Source: an optimization exercise on an open RTL-to-GDS flow (aim: small area). Production flows keep margins and buffers that such runs may drop. RTL that was checked went through simulation tests only; none was proved equivalent to the original. Power is estimated from default activity; no workload was simulated.

==> run P <==
==> flow/design.v <==
module rf_ao22 (input a1, a2, b1, b2, output y);
    assign y = (a1 & a2) | (b1 & b2);
endmodule
module rf_aoi222 (input a1, a2, b1, b2, c1, c2, output y);
    assign y = ~((a1 & a2) | (b1 & b2) | (c1 & c2));
endmodule
module rf_and3 (input a, b, c, output y);
    assign y = a & b & c;
endmodule
module rf_last (input a, b, c, d1, d2, e1, e2, output y);
    assign y = ~(a & b & c & ~((d1 & d2) | (e1 & e2)));
endmodule
module REG_32 (
    input clk,
    input rst,
    input read_en,
    input write_en,
    input [3:0] addr,
    input [31:0] write_data,
    output reg [31:0] read_data
);
    reg  [511:0] mem;
    wire [511:0] mem_nxt;
    wire [15:0] dec  = 16'd1 << addr;
    wire        wr   = write_en & ~read_en & ~rst;
    wire        rd   = read_en & ~rst;
    wire [15:0] we   = dec & {16{wr}};
    wire [15:0] we_n = ~we;
    wire [15:0] sel  = dec & {16{rd}};
    wire        hold = ~read_en & ~rst;
    wire [31:0] nxt;
    genvar r, b, g;
    generate
        for (r = 0; r < 16; r = r + 1) begin : row
            for (b = 0; b < 32; b = b + 1) begin : col
                rf_ao22 u_cell (
                    .a1(we[r]),   .a2(write_data[b]),
                    .b1(we_n[r]), .b2(mem[32*r + b]),
                    .y(mem_nxt[32*r + b])
                );
            end
        end
        for (b = 0; b < 32; b = b + 1) begin : rd_mux
            wire [4:0] n;
            wire       t;
            for (g = 0; g < 5; g = g + 1) begin : grp
                rf_aoi222 u (
                    .a1(sel[3*g]),     .a2(mem[32*(3*g) + b]),
                    .b1(sel[3*g + 1]), .b2(mem[32*(3*g + 1) + b]),
                    .c1(sel[3*g + 2]), .c2(mem[32*(3*g + 2) + b]),
                    .y(n[g])
                );
            end
            rf_and3 u_and (.a(n[0]), .b(n[1]), .c(n[2]), .y(t));
            rf_last u_last (
                .a(n[3]), .b(n[4]), .c(t),
                .d1(sel[15]), .d2(mem[32*15 + b]),
                .e1(hold),    .e2(read_data[b]),
                .y(nxt[b])
            );
        end
    endgenerate
    always @(posedge clk) begin
        mem       <= mem_nxt;
        read_data <= nxt;
    end
endmodule
==> flow/flow/run.sh <==
#!/bin/bash
# Standard layout, with two changes to how it is made:
#  - each port gets a buf_1 as its port buffer (buffer_ports picks a
#    clkdlybuf4s50_1 otherwise);
#  - clock tree: clkbuf_8 sink clusters, no dummy loads.
set -euo pipefail
export BUFFER_PORTS_ARGS="-buffer_cell sky130_fd_sc_hd__buf_1"
export CTS_ARGS="-sink_clustering_enable -repair_clock_nets -dont_use_dummy_load -buf_list sky130_fd_sc_hd__clkbuf_8 -sink_clustering_size 16 -sink_clustering_max_diameter 50"
bash standard.sh > standard_flow.log 2>&1
==> flow/standard.sh <==
#!/bin/bash
# synth_recipe.tcl (not shown) runs the flow's synth.tcl, then flattens the netlist and writes it again
# the make line also repeats each setting of config.mk as NAME=value (left out here)
make -C /OpenROAD-flow-scripts/flow DESIGN_CONFIG=/design/flow/config.mk WORK_HOME=/design/flow/orfs CLKGATE_MAP_FILE= SYNTH_SCRIPT=/design/flow/synth_recipe.tcl "${@:-finish}"
==> flow/config.mk <==
export PLATFORM = sky130hd
export DESIGN_NAME = REG_32
export DESIGN_NICKNAME = REG_32
export VERILOG_FILES = /design/flow/design.v
export SDC_FILE = /design/flow/constraint.sdc
export NUM_CORES = 4
export LEC_CHECK = 0
export CAP_MARGIN = 0
export CORE_MARGIN = 2
export CORE_UTILIZATION = 65
export SLEW_MARGIN = 0
export SYNTH_HIERARCHICAL = 1
==> flow/constraint.sdc <==
create_clock -name core_clock -period 4.0 [get_ports {clk}]
set_input_delay 0.8000 -clock core_clock [delete_from_list [all_inputs] [get_ports {clk}]]
set_output_delay 0.8000 -clock core_clock [all_outputs]
set_load 0.01 [all_outputs]
==> run X: changes against run P <==
==> flow/design.v, changed modules only <==
module REG_32 (
    input clk,
    input rst,
    input read_en,
    input write_en,
    input [3:0] addr,
    input [31:0] write_data,
    output reg [31:0] read_data
);
    reg [31:0] data [0:15];
    wire [15:0] dec = 16'd1 << addr;
    wire [15:0] we  = dec & {16{write_en & ~read_en & ~rst}};
    wire [15:0] sel = dec & {16{read_en & ~rst}};
    wire        hold = ~read_en & ~rst;
    integer i;
    always @(posedge clk) begin
        for (i = 0; i < 16; i = i + 1)
            if (we[i]) data[i] <= write_data;
    end
    wire [31:0] nxt;
    genvar b, g;
    generate
        for (b = 0; b < 32; b = b + 1) begin : bit_mux
            wire [4:0] n;
            wire       t;
            for (g = 0; g < 5; g = g + 1) begin : grp
                rf_aoi222 u (
                    .a1(sel[3*g]),     .a2(data[3*g][b]),
                    .b1(sel[3*g + 1]), .b2(data[3*g + 1][b]),
                    .c1(sel[3*g + 2]), .c2(data[3*g + 2][b]),
                    .y(n[g])
                );
            end
            rf_and3 u_and (.a(n[0]), .b(n[1]), .c(n[2]), .y(t));
            rf_last u_last (
                .a(n[3]), .b(n[4]), .c(t),
                .d1(sel[15]), .d2(data[15][b]),
                .e1(hold),    .e2(read_data[b]),
                .y(nxt[b])
            );
        end
    endgenerate
    always @(posedge clk) read_data <= nxt;
endmodule
// module rf_ao22 removed
==> flow/run.sh (new file) <==
#!/bin/bash
# synth_recipe.tcl (not shown) runs the flow's synth.tcl, then flattens the netlist and writes it again
# the make line also repeats each setting of config.mk as NAME=value (left out here)
make -C /OpenROAD-flow-scripts/flow DESIGN_CONFIG=/design/flow/config.mk WORK_HOME=/design/flow/orfs CLKGATE_MAP_FILE= SYNTH_SCRIPT=/design/flow/synth_recipe.tcl finish
==> flow/config.mk (replaced) <==
export PLATFORM = sky130hd
export DESIGN_NAME = REG_32
export DESIGN_NICKNAME = REG_32
export VERILOG_FILES = /design/flow/design.v
export SDC_FILE = /design/flow/constraint.sdc
export NUM_CORES = 4
export LEC_CHECK = 0
export CAP_MARGIN = 20
export CORE_MARGIN = 2
export CORE_UTILIZATION = 50
export SLEW_MARGIN = 20
export SYNTH_HIERARCHICAL = 1
removed: flow/flow/run.sh
removed: flow/standard.sh
==> run C: changes against run P <==
==> flow/run.sh (new file) <==
#!/bin/bash
# synth_recipe.tcl (not shown) runs the flow's synth.tcl, then flattens the netlist and writes it again
# the make line also repeats each setting of config.mk as NAME=value (left out here)
make -C /OpenROAD-flow-scripts/flow DESIGN_CONFIG=/design/flow/config.mk WORK_HOME=/design/flow/orfs CLKGATE_MAP_FILE= SYNTH_SCRIPT=/design/flow/synth_recipe.tcl finish
--- a/flow/config.mk
+++ b/flow/config.mk
@@ -5,8 +5,11 @@
 export SDC_FILE = /design/flow/constraint.sdc
 export NUM_CORES = 4
 export LEC_CHECK = 0
-export CAP_MARGIN = 0
+export CAP_MARGIN = 20
 export CORE_MARGIN = 2
 export CORE_UTILIZATION = 65
-export SLEW_MARGIN = 0
+export CTS_BUF_LIST = sky130_fd_sc_hd__clkbuf_16
+export CTS_CLUSTER_DIAMETER = 60
+export CTS_CLUSTER_SIZE = 30
+export SLEW_MARGIN = 20
 export SYNTH_HIERARCHICAL = 1
removed: flow/flow/run.sh
removed: flow/standard.sh
==> impl_results.md <==
* Status: complete, no violations
* Detail Placement HPWL at 33,300 microns
* Share of synthesized cell area in and, or, nand and nor gates at 0.0433
* Area taken by flip-flops and latches at 10,900 sq um
* Cell Area, Synth at 18,000 sq um
* Non-clock inverter count at 0
* Family with the most delay on the worst path: simple AND/OR/NAND/NOR gates
* Met2 wire length at 25,900 microns
* Non-clock buffer total of the final layout at 135
* Drt first-iter violations at 2,421
* Power Dens Cells at 500 nW/um^2
-- figures above: run P

==> impl_results.md <==
* Number of diodes at 1
* Family with the most delay on the worst path: buffers and inverters
* Share of synthesized cell area in and, or, nand and nor gates at 0.0433
* Status: complete, no violations
* Area taken by flip-flops and latches at 10,900 sq um
* Met2 wire length at 26,400 microns
* GR Util All Layers at 0.400
* Number of global-route vias before repair at 14,600
* Cell Area, Synth at 18,000 sq um
* Detail Placement HPWL at 30,500 microns
* Via count at 15,300
* Non-clock buffer total of the final layout at 131
* Non-clock inverter count at 0
* Power Dens Cells at 536 nW/um^2
-- figures above: run C

==> impl_results.md <==
* Status: complete, no violations
* Buffers inserted during post-CTS setup optimization at 0
* Min Tclk post-route at 2980 ps
* Count of buffers from port buffering at 71
* Family with the most delay on the worst path: simple AND/OR/NAND/NOR gates
* Die Area at 38,600 sq um
* Effective utilization at floorplan at 0.507
* Non-clock buffer total of the final layout at 118
* Area taken by flip-flops and latches at 16,000 sq um
* Power Dens Cells at 506 nW/um^2
* Total wire length after detailed routing at 45,000 microns
* Non-clock inverter count at 1
* Cell Area, Synth at 18,500 sq um
* Met2 wire length at 22,500 microns
* Global Route met1 Usage at 0.315
* R2r setup slk at 2770 ps
* Drt first-iter violations at 1,331
* Detail Placement HPWL at 23,800 microns
-- figures above: run X

The RTL of run X was laid out without a check of its function.

[what the ideal ports hide]
The flow's constraints put no driver on any port. The routed layouts listed below were extracted and timed again, unchanged, in two steps.
Step 1 sets driving cells, clkbuf_16 on the clock port and buf_2 on the other inputs (assumed; they add their load-dependent delay and slew).
Step 2 adds t to the input delays and takes it off the output delays; t is the mean of the earliest and latest rising clock arrival at the registers after step 1. Input paths then give back, and output paths get back, about the clock's delay inside the block.
a / b / c = ideal / step 1 / step 2; a / b = the first two.
| run | t (ns) | slack for setup (ns) | worst slew at a driven data input, ns | cell pins on the clock port's net |
|---|---|---|---|---|
| run P | 0.620 | 1.300 / 1.312 / 0.692 | 0.05 | 1 |
| run X | 0.631 | 1.018 / 1.025 / 0.394 | 0.07 | 1 |
| run C | 0.651 | 1.059 / 1.076 / 0.424 | 0.09 | 1 |
After both steps every run listed still meets setup and hold. For run C, which loses most, drivers alone change the setup slack by +0.017 ns; drivers and shift together by -0.635 ns.
